What follows belongs to an exercise in optimizing a design on an open flow for small area; a production flow would make more cautious choices. Function was checked by simulation only, so behaviour that the tests miss may differ from the original.

## Sine_wave
module Sine_wave
    #(
        parameter DATA_WIDTH    = 12,
        parameter ANGLE_WIDTH   = 16
    )(
    input                       clk,
    input                       reset,
    input                       ce,
    input  [DATA_WIDTH:0]       ampl,
    input  [ANGLE_WIDTH-1:0]    step,
    output [DATA_WIDTH:0]    sin_wave,
    output [DATA_WIDTH:0]    cos_wave
);
==> module Sine_wave, before the edit <==
module Sine_wave
    #(
        parameter DATA_WIDTH    = 12,
        parameter ANGLE_WIDTH   = 16
    )(
    input                       clk,
    input                       reset,
    input                       ce,
    input  [DATA_WIDTH:0]       ampl,
    input  [ANGLE_WIDTH-1:0]    step,
    output [DATA_WIDTH:0]    sin_wave,
    output [DATA_WIDTH:0]    cos_wave
);
reg [15:0] angle;
reg [1:0]  state;
wire        up  = ~state[0];    
wire [16:0] sum = {1'b0, angle} + {~up, step ^ {16{~up}}} + {16'd0, ~up};
wire        up_ok = (step > 16'd51315) | (sum < 17'd51315);
wire        dn_ok = ~sum[16] & (|sum[15:0]);
wire        ok    = up ? up_ok : dn_ok;
always @(posedge clk) begin
    if (ce) begin
        if (reset) begin
            state <= 2'd0;
            angle <= 16'd0;
        end else if (ok) begin
            angle <= sum[15:0];
        end else begin
            state <= state + 2'd1;
        end
    end
end
cordic cordic (
    .clk        (clk),
    .rst        (reset),
    .x_i        (ampl),
    .quarter_in (state),
    .theta_i    (angle),
    .sin_o      (sin_wave),
    .cos_o      (cos_wave)
);
endmodule
Settings: LEC_CHECK=0, CAP_MARGIN=20, CORE_MARGIN=2, CORE_UTILIZATION=65, CTS_BUF_LIST=sky130_fd_sc_hd__clkbuf_8, CTS_CLUSTER_DIAMETER=50, CTS_CLUSTER_SIZE=20, SLEW_MARGIN=20, CTS_ARGS=-sink_clustering_enable -repair_clock_nets -dont_use_dummy_load -buf_list sky130_fd_sc_hd__clkbuf_8 -sink_clustering_size 20 -sink_clustering_max_diameter 50, BUFFER_PORTS_ARGS=-buffer_cell sky130_fd_sc_hd__buf_2, RECOVER_POWER=100; clock period 5.0 ns.
standard.sh (not shown) runs the stock make flow with config.mk's settings and CLKGATE_MAP_FILE= SYNTH_SCRIPT=/design/flow/synth_recipe.tcl, a recipe that flattens the netlist after the stock synthesis.
==> flow/flow/run.sh <==
#!/bin/bash
set -euo pipefail
{
  echo 'export CTS_ARGS = -sink_clustering_enable -repair_clock_nets -dont_use_dummy_load -buf_list sky130_fd_sc_hd__clkbuf_8 -sink_clustering_size 20 -sink_clustering_max_diameter 50'
  echo 'export BUFFER_PORTS_ARGS = -buffer_cell sky130_fd_sc_hd__buf_2'
  echo 'export RECOVER_POWER = 100'
} >> config.mk
bash standard.sh > standard_flow.log 2>&1
Edit:
--- a/flow/design.v
+++ b/flow/design.v
@@ -294,5 +294,11 @@
 reg [1:0]  state;
 wire        up  = ~state[0];    
-wire [16:0] sum = {1'b0, angle} + {~up, step ^ {16{~up}}} + {16'd0, ~up};
+wire [15:0] op  = step ^ {16{~up}};
+wire [8:0]  lo, hi0, hi1;
+rotator_rca #(9) alo (.a({1'b0, angle[7:0]}),  .b({1'b0, op[7:0]}),  .ci(~up),  .s(lo));
+rotator_rca #(9) ah0 (.a({1'b0, angle[15:8]}), .b({1'b0, op[15:8]}), .ci(1'b0), .s(hi0));
+rotator_rca #(9) ah1 (.a({1'b0, angle[15:8]}), .b({1'b0, op[15:8]}), .ci(1'b1), .s(hi1));
+wire [8:0]  hi  = lo[8] ? hi1 : hi0;
+wire [16:0] sum = {hi[8] ^ ~up, hi[7:0], lo[7:0]};
 wire        up_ok = (step > 16'd51315) | (sum < 17'd51315);
 wire        dn_ok = ~sum[16] & (|sum[15:0]);
The new run finished clean.
Cell area came out lower by 0.88%.
Wire length came out lower by 5.1%.
Setup slack degrades by 0.011 ns.
Final cell count came out lower by 2.2%.


Sine_wave, a different RTL version from the one above (not shown whole).
Size in the first run: ~1,800 cells after synthesis, about 580 flip-flops, about 58 I/O pins, ~25,000 sq um of cells after synthesis.
export LEC_CHECK = 0
export CAP_MARGIN = 20
export CORE_MARGIN = 2
export CORE_UTILIZATION = 65
export CTS_BUF_LIST = sky130_fd_sc_hd__clkbuf_8
export CTS_CLUSTER_DIAMETER = 50
export CTS_CLUSTER_SIZE = 20
export SLEW_MARGIN = 20
export CTS_ARGS = -sink_clustering_enable -repair_clock_nets -dont_use_dummy_load -buf_list sky130_fd_sc_hd__clkbuf_8 -sink_clustering_size 20 -sink_clustering_max_diameter 50
export BUFFER_PORTS_ARGS = -buffer_cell sky130_fd_sc_hd__buf_2
export RECOVER_POWER = 100
create_clock -name core_clock -period 5.0 [get_ports {clk}]
Scripts as last shown in full above: flow/flow/run.sh
Then changed:
--- a/flow/design.v
+++ b/flow/design.v
@@ -83,50 +83,37 @@
 wire sx2 = sgn(x_i[12], xa1, xa0, wx2), sy2 = sgn(y_i[12], ya1, ya0, wy2);
 wire [3:0] wx3 = step(wx2, sy2,  d[1]);
 wire [3:0] wy3 = step(wy2, sx2, ~d[1]);
 wire sx3 = sgn(x_i[12], xa1, xa0, wx3), sy3 = sgn(y_i[12], ya1, ya0, wy3);
 wire [3:0] wx4 = step(wx3, sy3,  d[0]);
 wire [3:0] wy4 = step(wy3, sx3, ~d[0]);
-rotator_rca #(5) akc (.a({wx4[3], wx4} ^ {5{nc}}), .b({2'b00, nc, 1'b0, nc}), .ci(1'b0), .s(kc));
-rotator_rca #(5) aks (.a({wy4[3], wy4} ^ {5{ns}}), .b({2'b00, ns, 1'b0, ns}), .ci(1'b0), .s(ks));
+assign kc = nc ? 5'd4 - {wx4[3], wx4} : {wx4[3], wx4};
+assign ks = ns ? 5'd4 - {wy4[3], wy4} : {wy4[3], wy4};
 endmodule
 module cordic (
     input         clk,
     input         rst,
     input  [12:0] x_i,
     input  [1:0]  quarter_in,
     input  [15:0] theta_i,
     output [12:0] sin_o,
     output [12:0] cos_o
 );
-function lt16;
-    input [15:0] v;
-    input [15:0] k;
-    integer j;
-    reg r;
-begin
-    r = 1'b0;
-    for (j = 0; j < 16; j = j + 1)
-        r = k[j] ? (~v[j] | r) : (~v[j] & r);
-    lt16 = r;
-end
-endfunction
-wire        big = lt16(16'd57121, theta_i);
+wire        big = theta_i > 16'd57121;
 wire [15:0] ang = big ? 16'd57121 : theta_i;
 wire [15:0] z1_sub;
 rotator_rca #(16) az0 (.a(ang), .b(16'd39812), .ci(1'b0), .s(z1_sub));  
 wire        nz  = |theta_i;
 wire        n1v = nz | (x_i == 13'h1000);
-wire        d1v = ~nz | ~lt16(theta_i, 16'd25724);    
+wire        d1v = ~nz | (theta_i >= 16'd25724);    
 wire [12:0] sa0 = {x_i[12], x_i[12:1]};
 wire        mx0 = n1v & d1v;
-wire [3:0]  x2lo_n, y2lo_n;
-rotator_rca #(4) ax0 (.a({1'b0, x_i[2:0]}), .b({1'b0, sa0[2:0] ^ {3{mx0}}}),
-                      .ci(mx0 | (~n1v & x_i[0])), .s(x2lo_n));
-rotator_rca #(4) ay0 (.a({1'b0, x_i[2:0] ^ {3{~n1v}}}), .b({1'b0, sa0[2:0] ^ {3{~d1v}}}),
-                      .ci(~d1v | ~n1v), .s(y2lo_n));
+wire [3:0]  x2lo_n = {1'b0, x_i[2:0]} + {1'b0, sa0[2:0] ^ {3{mx0}}}
+                     + {3'd0, mx0 | (~n1v & x_i[0])};
+wire [3:0]  y2lo_n = {1'b0, x_i[2:0] ^ {3{~n1v}}} + {1'b0, sa0[2:0] ^ {3{~d1v}}}
+                     + {3'd0, ~d1v | ~n1v};
 reg  [9:0]  ah1;      
 reg  [3:0]  x2lo1, y2lo1;    
 reg         n1;
 reg  [15:0] z1;
 reg  [1:0]  q1;
 always @(posedge clk) begin
@@ -315,25 +302,13 @@
 wire [8:0]  lo, hi0, hi1;
 rotator_rca #(9) alo (.a({1'b0, angle[7:0]}),  .b({1'b0, op[7:0]}),  .ci(~up),  .s(lo));
 rotator_rca #(9) ah0 (.a({1'b0, angle[15:8]}), .b({1'b0, op[15:8]}), .ci(1'b0), .s(hi0));
 rotator_rca #(9) ah1 (.a({1'b0, angle[15:8]}), .b({1'b0, op[15:8]}), .ci(1'b1), .s(hi1));
 wire [8:0]  hi  = lo[8] ? hi1 : hi0;
 wire [16:0] sum = {hi[8] ^ ~up, hi[7:0], lo[7:0]};
-function lt16;
-    input [15:0] v;
-    input [15:0] k;
-    integer j;
-    reg r;
-begin
-    r = 1'b0;
-    for (j = 0; j < 16; j = j + 1)
-        r = k[j] ? (~v[j] | r) : (~v[j] & r);
-    lt16 = r;
-end
-endfunction
-wire        up_ok = lt16(16'd51315, step) | (sum < 17'd51315);
+wire        up_ok = (step > 16'd51315) | (sum < 17'd51315);
 wire        dn_ok = ~sum[16] & (|sum[15:0]);
 wire        ok    = up ? up_ok : dn_ok;
 always @(posedge clk) begin
     if (ce) begin
         if (reset) begin
             state <= 2'd0;
Final cell count came out higher by 1.1%.
Worst hold slack got worse by 22 ps.
First-iteration DRC count came out lower by about 5.3%.
Setup slack improves by 3.0 ps.
Sequential share of layout area drops by 0.34 points.

-- port drivers added, routing unchanged --
The results above use ideal ports. As a check the final layouts listed here were re-extracted and re-timed, cells and wires unchanged. Step 1 sets driving cells, clkbuf_16 on the clock port and buf_2 on the other inputs (assumed; they add their load-dependent delay and slew). Step 2 moves the port delays by t, midway between the first and last clock arrival at a register: inputs arrive t later, outputs are due t later. That takes back most of the time a late clock gives input paths. Three values: ideal ports, drivers, drivers and shift; two values: the first two.
run	shift t [ns]	setup WS [ns]	worst hold slack (ns)
the first run of note 1	0.659	0.101 / 0.101 / 0.098	0.261 / 0.261 / 0.261
the second run of note 1	0.645	0.090 / 0.090 / -0.403	0.270 / 0.270 / 0.270
the first run of note 2	0.651	0.093 / 0.093 / -0.329	0.312 / 0.312 / 0.312
the second run of note 2	0.656	0.096 / 0.096 / -0.349	0.290 / 0.290 / 0.290
With both steps, setup timing fails in the second run of note 1, the first run of note 2 and the second run of note 2, where it was met with ideal ports. The setup slack of the second run of note 1, which loses most, moves by 0.000 ns with the drivers and by -0.493 ns with both steps.
